What follows belongs to an exercise in optimizing a design on an open flow for small area; a production flow would make more cautious choices. Only simulation tests tie the RTL to the original design; equivalence was not proved. Power figures rest on the tool's default switching activity, not on a simulated workload.

== build 71 ==
==> flow/design.v (excerpt) <==
module MRAM_IP(
  input BIST_EN,
  input BIST_HOLD_L,
  input DEBUG_Z,
  input TEST_MODE,
  output BIST_DONE,
  output BIST_FAIL,
  output SCAN_OUT_FAIL,
  input CLK,
  input RST_N,
  input [16:0] A,
  input [1:0]  NVR,
  input WEb,
  input CEb,
  input ECCBYPS,
  input [3:0] BEN,
  input [31:0] DIN,
  output [31:0] DOUT,
  output [3:0]  UE,
  output [3:0]  ERRF,
  output WRC,
  input  [51:0]  BK_DOUT,
  input  [4:0]   BK_WRC,
  output [9:0]   BK_ADDR,
  output [129:0] BK_CEB,
  output         BK_WEB,
  output [3:0]   BK_BEN,
  output [51:0]  BK_DIN
);
clock: 10.0 ns
lec_check: 0
cap_margin: 20
core_margin: 2
core_utilization: 40
cts_buf_list: sky130_fd_sc_hd__clkbuf_8
slew_margin: 20
run.sh (not shown) runs the stock make flow with config.mk's settings and CLKGATE_MAP_FILE= SYNTH_SCRIPT=/design/flow/synth_recipe.tcl, a recipe that flattens the netlist after the stock synthesis.
[inputs] build 29 vs build 71
Settings: changing CTS_BUF_LIST from sky130_fd_sc_hd__clkbuf_8 to sky130_fd_sc_hd__clkbuf_8 sky130_fd_sc_hd__clkbuf_16; setting CTS_CLUSTER_SIZE to 24 for the first time; setting CTS_CLUSTER_DIAMETER to 150 for the first time.
==> flow/flow/run.sh (new file) <==
#!/bin/bash
# The standard layout (standard.sh), with two changes:
#  * synthesis maps the logic with an area-oriented ABC script (flow/synth.tcl);
#  * the port buffers are the smallest buffer cell (buf_1).
# The make output (every ORFS step, each of which also keeps its own log under
# orfs/logs/) goes to flow_make.log in the work folder.
set -euo pipefail
W=$(pwd)
export AREA_ABC_SCRIPT=$W/flow/area.script
bash standard.sh SYNTH_SCRIPT=$W/flow/synth.tcl \
  'BUFFER_PORTS_ARGS=-buffer_cell sky130_fd_sc_hd__buf_1' finish > $W/flow_make.log 2>&1
==> flow/flow/area.script (new file) <==
&get -n
&st
&dch -f
&nf -R 1000
&st
&dch -f
&nf -R 1000
&put
==> flow/flow/synth.tcl (new file) <==
# The standard synthesis script (synth_recipe.tcl), with ABC's
# combinational mapping run with an area-oriented script (flow/area.script).
# Registers are mapped before ABC runs, so they are the same as the standard
# synthesis's.
proc synth {args} { yosys synth -nofsm -noshare {*}$args }
proc abc {args} {
  set i [lsearch -exact $args -script]
  if { $i >= 0 } { lset args [expr {$i + 1}] $::env(AREA_ABC_SCRIPT) }
  yosys abc {*}$args
}
source $::env(SCRIPTS_DIR)/synth.tcl
# left out here: clear keep_hierarchy, flatten, clean up, hide names made inside functions, write 1_2_yosys.v
==> flow/standard.sh (new file) <==
#!/bin/bash
# synth_recipe.tcl (not shown) runs the flow's synth.tcl, then flattens the netlist and writes it again
# the make line also repeats each setting of config.mk as NAME=value (left out here)
make -C /OpenROAD-flow-scripts/flow DESIGN_CONFIG=/design/flow/config.mk WORK_HOME=/design/flow/orfs CLKGATE_MAP_FILE= SYNTH_SCRIPT=/design/flow/synth_recipe.tcl "${@:-finish}"
removed: flow/run.sh
Results
The higher area share of xor/xnor cells in the synthesized design came out of build 71. When build 29 is measured against build 71, its number of cells on the critical path turns out 3 higher. Min final design instance area without fill across build 71 and build 29: build 29.
Changes in build 46 relative to build 29:
Settings: CTS_BUF_LIST now sky130_fd_sc_hd__clkbuf_8, was sky130_fd_sc_hd__clkbuf_8 sky130_fd_sc_hd__clkbuf_16; CTS_CLUSTER_DIAMETER no longer set, was 150; CTS_CLUSTER_SIZE no longer set, was 24.
Notes after the runs:
Worst hold-check slack: build 46 higher than build 29. Clock share of power in build 46 vs build 29: down 6.0 points. The period utilization in build 46 sits 0.25 points above the value recorded for build 29. Maximum clock rate on build 46 is down relative to build 29. Compared with build 29, in build 46 clock period minus worst slack has increased; via count shrank by about 0.66%. In build 46 the total met2 wirelength after detailed routing turned out 1.4% lower than in build 29. Of build 46 and build 29, build 46 shows the lower post-layout instance area, with build 29 above it. The run showing the greater worst setup slack after layout is build 29.
Modified inputs, build 80 compared to build 46
Settings: CORE_UTILIZATION: 40 -> 60.
Findings:
Build 80 was carried through to the last stage, and its layout satisfied the timing, DRC and antenna checks.
Area inside the core boundary (build 80 / build 46): 0.66
There was hardly any difference in power attributed to sequential cells between build 80 and build 46.
When build 80 is measured against build 46, its final cycle utilization of the critical path turns out 1.3 points higher.
Cmp build 80 vs build 46: highest clock rate lower in build 80
--- input diff build 80..build 34 ---
Settings: a change of CAP_MARGIN from 20 to 0; a change of CORE_UTILIZATION from 60 to 40; a change of SLEW_MARGIN from 20 to 0.
### Flow results
Compared to build 80, build 34 has final worst setup slack 170 ps higher.
[compare] base=build 80 new=build 34: power went up; via count went down.
Portion of total power attributed to combinational logic in build 34 vs build 80: down 2.1 points
Compared to build 80, build 34 has final standard cell count with taps included and fillers excluded 111 higher.

what the ideal ports hide:
Ports are ideal in the flow. The routed layouts listed here were re-timed in OpenROAD. Step 1, drivers: a clkbuf_16 drives CLK and a buf_2 each remaining input, both assumed. Step 2 also shifts input and output timing later by t, the mid clock arrival at the registers, as if the neighbouring blocks saw the same clock. Three values: no drivers, after step 1, after step 2; two values: the first two.
run	t, ns	setup slack, ns	latest minus earliest clock arrival (ns)
build 71	0.495	2.538 / 2.502 / 2.502	0.017 / 0.017
build 29	0.470	3.230 / 3.191 / 3.191	0.010 / 0.011
build 46	0.502	3.205 / 3.165 / 3.165	0.013 / 0.013
build 80	0.497	3.079 / 3.050 / 3.050	0.015 / 0.015
build 34	0.491	3.253 / 3.215 / 3.215	0.012 / 0.012
After both steps setup and hold are still met in every run listed. The setup slack of build 46, which loses most, moves by -0.040 ns with the drivers and by -0.040 ns with both steps.
